From an optimization exercise on the open Yosys and OpenROAD flow, aimed at small area; shortcuts taken in it are not production practice. Only simulation tests tie the RTL to the original design; equivalence was not proved. Power figures rest on the tool's default switching activity, not on a simulated workload.

==> flow/design.v, too long to show whole: its modules and the start of the top module <==
// module bin2seg: 15 lines
// module led_ctrl: 41 lines
// module segment: 22 lines
// module dot: 437 lines
// module textlcd: 295 lines
// module motor: 89 lines
// module piezo: 846 lines
// module top: 121 lines
module top(
	input clock_12MHz,
	input RESET,
	input Mode_Switch,
	input [8:0] KEY,
	input [3:0] LEFT_KEY,
	output wire [7:0] LED,
	output wire [3:0] FND_COM,
	output wire [7:0] FND_DATA,
	output wire [9:0] DOT_COL,
	output wire [13:0] DOT_RAW,
	output wire			LCD_RS,
	output wire			LCD_RW,
	output wire			LCD_EN,
	output wire	[7:0]		LCD_DATA,
	output wire [3:0] MOTOR_OUT,
	output wire			BUZZER
);
  // ...
==> flow/run.sh <==
#!/bin/bash
# synth_recipe.tcl (not shown) runs the flow's synth.tcl, then flattens the netlist and writes it again
# the make line also repeats each setting of config.mk as NAME=value (left out here)
make -C /OpenROAD-flow-scripts/flow DESIGN_CONFIG=/design/flow/config.mk WORK_HOME=/design/flow/orfs CLKGATE_MAP_FILE= SYNTH_SCRIPT=/design/flow/synth_recipe.tcl finish
==> flow/config.mk <==
export PLATFORM = sky130hd
export DESIGN_NAME = top
export DESIGN_NICKNAME = top
export VERILOG_FILES = /design/flow/design.v
export SDC_FILE = /design/flow/constraint.sdc
export NUM_CORES = 4
export LEC_CHECK = 0
export CAP_MARGIN = 20
export CORE_MARGIN = 2
export CORE_UTILIZATION = 40
export SLEW_MARGIN = 20
==> flow/constraint.sdc <==
create_clock -name core_clock -period 10.0 [get_ports {clock_12MHz}]
set_input_delay 2.0000 -clock core_clock [delete_from_list [all_inputs] [get_ports {clock_12MHz}]]
set_output_delay 2.0000 -clock core_clock [all_outputs]
set_load 0.01 [all_outputs]
==> summary.txt, run 1 <==
Die
  – Full die area: 99,900 um^2
  – Die Y: 316 um
  – N_taps: 1,276
  – Row count: 114

Global route
  – Global-route wire length before repair: 185,000 um
  – Antenna violations before repair: 3
  – Grt met2 use: 36.2%
  – Gr ovfl total: 0

Logic synthesis
  – Adder-cell area share of the yosys netlist: 5.06%
  – Yosys cell types: 101
  – Seq/Total Area, Yosys: 43.9%
  – Post-synth top area share: 22.1%
  – Largest family of logic cells by synthesized area: compound AO/OA/AOI/OAI gates
  – Post-synthesis mux area share: 5.20%

Placement
  – RePlAce Congestion: 0.980
  – # placed instances: 5,357
  – PortBufs: 70

Clock tree
  – Hold-fix buffers at CTS: 0

Pwr
  – Leakage: 17.2 nW
  – Cell Pwr Density: 161 nW/um^2
  – Internal: 4.77 mW

Timing
  – RSZ-0062 raised after global routing: no
  – Final max-slew violation count: 0
  – Final Hold Vio Count: 0

Setup path
  – Req. time, crit path: 8.00 ns
  – Arrival @ worst endpoint: 3.83 ns
  – Worst Setup Start Kind: primary input

Flow run
  – Maxcap violations: 0

Layout
  – Sequential share of cell area: 39.6%
  – Clock buf count: 90
  – Clk cell area share: 5.73%
  – Most frequent cells in the layout: 447 x nand2_1, 399 x nor2_1, 394 x o21ai_0, 302 x dfrtp_1, 287 x edfxtp_1
  – Nets: 4,330
  – Multi-input gate area: 20,200 um^2

Status
  – Status: timing/DRC/antenna clean

Routing
  – Via Count: 33,500
==> run 2, diff against run 1 <==
--- a/flow/config.mk
+++ b/flow/config.mk
@@ -10,2 +10,4 @@
 export CORE_UTILIZATION = 40
+export CTS_CLUSTER_DIAMETER = 150
+export CTS_CLUSTER_SIZE = 20
 export SLEW_MARGIN = 20
==> run 2 against run 1 <==
Net effect: still clean; maximum frequency down 0.14%; sequential share of layout area up 1.3 points; total power down 15%; critical endpoint unchanged.
==> summary.txt, run 2 <==
Logic synthesis
  – Mean Syn Cell Area: 9.26 um^2 (unchanged)
  – Synth area leaders: edfxtp_1 22%, dfrtp_1 20%, o21ai_0 5.1%, ha_1 5.0%, nand2_1 4.3% (unchanged)
  – Area leader, netlist: edfxtp_1 (unchanged)
  – Seq/Total Area, Yosys: 43.9% (unchanged)
  – Yosys reg bits: 624 (unchanged)
  – Synth top cells by count: 448 x nand2_1, 399 x nor2_1, 394 x o21ai_0 (unchanged)
  – Post-synthesis async set-or-reset flop share: 54.0% (unchanged)
  – Post-synth top area share: 22.1% (unchanged)
  – Yosys warnings: 9 (unchanged)
  – Count leader, synth: nand2_1 (unchanged)
  – Post-synth EDFFs: 287 (unchanged)
  – Post-Syn Area: 39,000 um^2 (unchanged)
  – Cells after Synth: 4,205 (unchanged)
  – Dominant synthesized flop cell: dfrtp_1 (unchanged)
  – Yosys cell types: 101 (unchanged)

Routing
  – Via Count: 33,200 (was 33,500)
  – Final Routed Wirelength: 118,000 um (was 119,000 um)
  – Antenna viol nets, final: 0 (unchanged)
  – DR DRC count: 0 (unchanged)
  – TritonRoute pass-1 iters: 5 (was 8)
  – WL per Instance: 21.7 um (was 21.6 um)
  – DR iter-0 viols: 3,656 (was 3,580)
  – Vias/cell: 6.11 (was 6.09)

Setup path
  – Crit path kind: primary input to primary output (unchanged)
  – Critical Path Slowest Stage Cell: clkdlybuf4s50_1 (unchanged)
  – Arrival @ worst endpoint: 3.83 ns (about the same)
  – Reg-to-reg slack, setup: 5.46 ns (was 5.43 ns)
  – Crit path max-delay family: buffers and inverters (unchanged)
  – Worst path buffer plus inverter count: 3 (unchanged)
  – CP cell instances: clkdlybuf4s50_1 -> buf_4 -> mux2i_1 -> clkdlybuf4s50_1 (unchanged)
  – CP dominant cell by count: clkdlybuf4s50_1 (unchanged)
  – Setup crit end kind: primary output (unchanged)
  – Largest fanout on the critical path: 38 (unchanged)
  – Worst Setup Start Kind: primary input (unchanged)
  – Req. time, crit path: 8.00 ns (about the same)
  – CP peak stage delay: 0.58 ns (about the same)

Die
  – Row count: 114 (unchanged)
  – Full die area: 99,900 um^2 (unchanged)
  – Die width: 316 um (unchanged)
  – Top Ports: 76 (unchanged)
  – Die Y: 316 um (unchanged)
  – Core area: 96,600 um^2 (unchanged)
  – Starting Density: 40.3% (unchanged)

Layout
  – Nets: 4,293 (was 4,330)
  – Multi-input gate area: 20,200 um^2 (unchanged)
  – Reg with most FFs: piezo.Rec (unchanged)
  – Top flop regs: piezo.Rec x256, piezo.Rec_y x20 (unchanged)
  – Filler cells: 9,361 (was 9,258)
  – Number of flip-flops in the largest register: 256 (unchanged)
  – Sequential cell area: 17,100 um^2 (unchanged)
  – Area grow syn2layout: 7.40% (was 10.8%)
  – Most common cell after layout, fill and taps aside: nand2_1 (unchanged)
  – Diode count: 0 (was 1)
  – Layout cells sized above 1: 6.41% (was 7.92%)
  – Most frequent cells in the layout: 447 x nand2_1, 399 x nor2_1, 394 x o21ai_0, 302 x dfrtp_1, 287 x edfxtp_1 (unchanged)

Global route
  – Global-route wire length before repair: 183,000 um (was 185,000 um)
  – Gr ovfl total: 0 (unchanged)
  – Largest net degree at the start of global routing: 78 (unchanged)
  – Antenna violations before repair: 3 (unchanged)
  – Total GRT Usage: 23.0% (was 23.3%)
  – Vias in the first global route: 31,100 (was 31,500)

Hold path
  – Hold crit path type: flop to flop (unchanged)

Placement
  – Hpwl dp: 82,000 um (unchanged)
  – PortBufs: 70 (unchanged)
  – RePlAce Congestion: 0.980 (unchanged)

Timing
  – Ratio of final minimum period to clock period: 58.3% (about the same)
  – Final max-slew violation count: 0 (unchanged)
  – Final Hold Vio Count: 0 (unchanged)
  – Setup Total Neg Slack: 0 ns (unchanged)
  – Relative slew margins: 14.9% (was 21.3%)
  – Final setup viols: 0 (unchanged)
  – Least-Margin Pin Slew: 1.26 ns (was 1.17 ns)
  – RSZ-0062 raised after global routing: no (unchanged)
  – Minimum clock period after layout: 5.83 ns (about the same)
  – Post-Route Skew: 0.0312 ns (was 0.0631 ns)
  – Max Clk Rate: 0.171 GHz (was 0.172 GHz)

Clock tree
  – Clock tree buffer depth: 3 (unchanged)
  – Later-pin clock latency in the skew report: 0.64 ns (was 0.69 ns)
  – CTS sink count: 624 (unchanged)
  – Resize count post-CTS: 0 (unchanged)
  – CTS tree: built (unchanged)
  – Postcts setup bufs: 0 (unchanged)
  – Hold-fix buffers at CTS: 0 (unchanged)
  – H-tree depth: 2 (was 3)
  – Clock slew seen by the registers of the worst setup and hold paths: 0.08 ns (was 0.06 ns)
  – CTS Root Buffer Type: clkbuf_16 (unchanged)
  – Num CTS Buffers: 37 (was 74)

Pwr
  – Internal: 3.98 mW (was 4.77 mW)
  – Switch share: 32.3% (was 31.3%)
  – Cell Pwr Density: 140 nW/um^2 (was 161 nW/um^2)
  – Comb pwr share: 21.3% (was 18.1%)
  – Sequential power share: 50.2% (was 42.5%)
  – Clock network power share: 28.5% (was 39.4%)
  – Maximum vdd drop: 112 uV (was 113 uV)
  – Leakage: 16.5 nW (was 17.2 nW)
  – Sw Pwr: 1.90 mW (was 2.17 mW)
  – Tot Pwr: 5.87 mW (was 6.94 mW)

Status
  – Status: timing/DRC/antenna clean (unchanged)

Flow run
  – Maxcap violations: 0 (unchanged)
-- run 2: cells by family (layout without fill, tap and decap cells) --
group | Yosys count | count (layout) | synth area share (%)
adder cells (fa/ha/maj) | 157 | 157 | 5.06
XOR/XNOR | 133 | 133 | 2.99
other | 2 | 5 | 0.0193
flip-flops | 624 | 624 | 43.9
AND/OR/NAND/NOR | 1545 | 1545 | 18.8
AO/OA/AOI/OAI | 1205 | 1205 | 19.8
multiplexers | 129 | 129 | 5.20
buffers and inverters | 410 | 351 | 4.32
-- run 2: power groups by stage --
stage               clock network, mW  logic (mW)  registers, mW
floorplan                           0       0.917           2.91
global placement                    0        1.22           3.00
detailed placement                  0        1.23           3.00
CTS                              1.72        1.23           2.94
global route                     1.81        1.38           2.96
finish                           1.67        1.25           2.95
-- run 2: layer usage --
layer / vias to the layer above / wire (um) / GRT usage [%]
li1: 15400 / - / -
met1: 16200 / 52300 / 32.7
met2: 1399 / 53200 / 36.2
met3: 213 / 9130 / 3.76
met4: 6 / 3230 / 6.88
met5: - / 31 / 0
-- run 2: cell type report --
class	instances	share of cell area, %
clock buffers	63	2.50
clock inverters	5	0.254
inverters	148	1.34
multi-input cells	3174	48.4
flip-flops and latches	624	40.9
well taps	1276	3.82
repair buffers	135	2.85
-- run 2: worst paths after layout --
check,from,endpoint,cells past startpoint
hold reg to reg,segment.cnt[4]$_DFF_PP0_,segment.cnt[4]$_DFF_PP0_,1
hold / removal,segment.cnt[4]$_DFF_PP0_,segment.cnt[4]$_DFF_PP0_,1
min in group asynchronous,RESET,textlcd.set_data[0]$_DFF_PP0_,3
setup reg to reg,piezo.status[1]$_DFFE_PP0P_,piezo.buzzer_counter_max[4]$_DFFE_PP0P_,9
max in group asynchronous,RESET,K0$_DFFE_PP0P_,4
setup / recovery,Mode_Switch,LED[3],4
-- run 2: per-stage QoR --
stage / setup slack [ns] / std cells / instance area (um^2) / util, % / hold WS [ns]
after global placement: 4.24 / 5355 / 40700 / 42.1 / 0.454
after global routing: 4.10 / 5425 / 41800 / 43.3 / 0.479
after detailed placement: 4.19 / 5357 / 40700 / 42.1 / 0.456
final: 4.17 / 5425 / 41800 / 43.3 / 0.468
after floorplan: 3.52 / 4208 / 39000 / - / 0.438
after CTS: 4.17 / 5425 / 41800 / 43.3 / 0.472

[re-timing with driven ports]
No port has a modelled driver above. Below, the same layouts with a new extraction and two added sets of constraints. Step 1 sets driving cells, clkbuf_16 on the clock port and buf_2 on the other inputs (assumed; they add their load-dependent delay and slew). Step 2, shift: input delay + t, output delay - t, t = (earliest + latest rising clock arrival at the registers) / 2. This alone moves slack from input paths to output paths. Slacks: no drivers / after step 1 / after step 2; pairs: no drivers / after step 1.
run	t, ns	setup slack, ns	latest minus earliest clock arrival (ns)	worst data-port slew with drivers (ns)	cell pins on the clock port's net
run 1	0.726	4.173 / 4.147 / 4.147	0.065 / 0.065	0.16	1
run 2	0.689	4.165 / 4.140 / 4.140	0.033 / 0.033	0.16	1
After both steps every run listed still meets setup and hold. For run 1, which loses most, drivers alone change the setup slack by -0.026 ns; drivers and shift together by -0.026 ns.
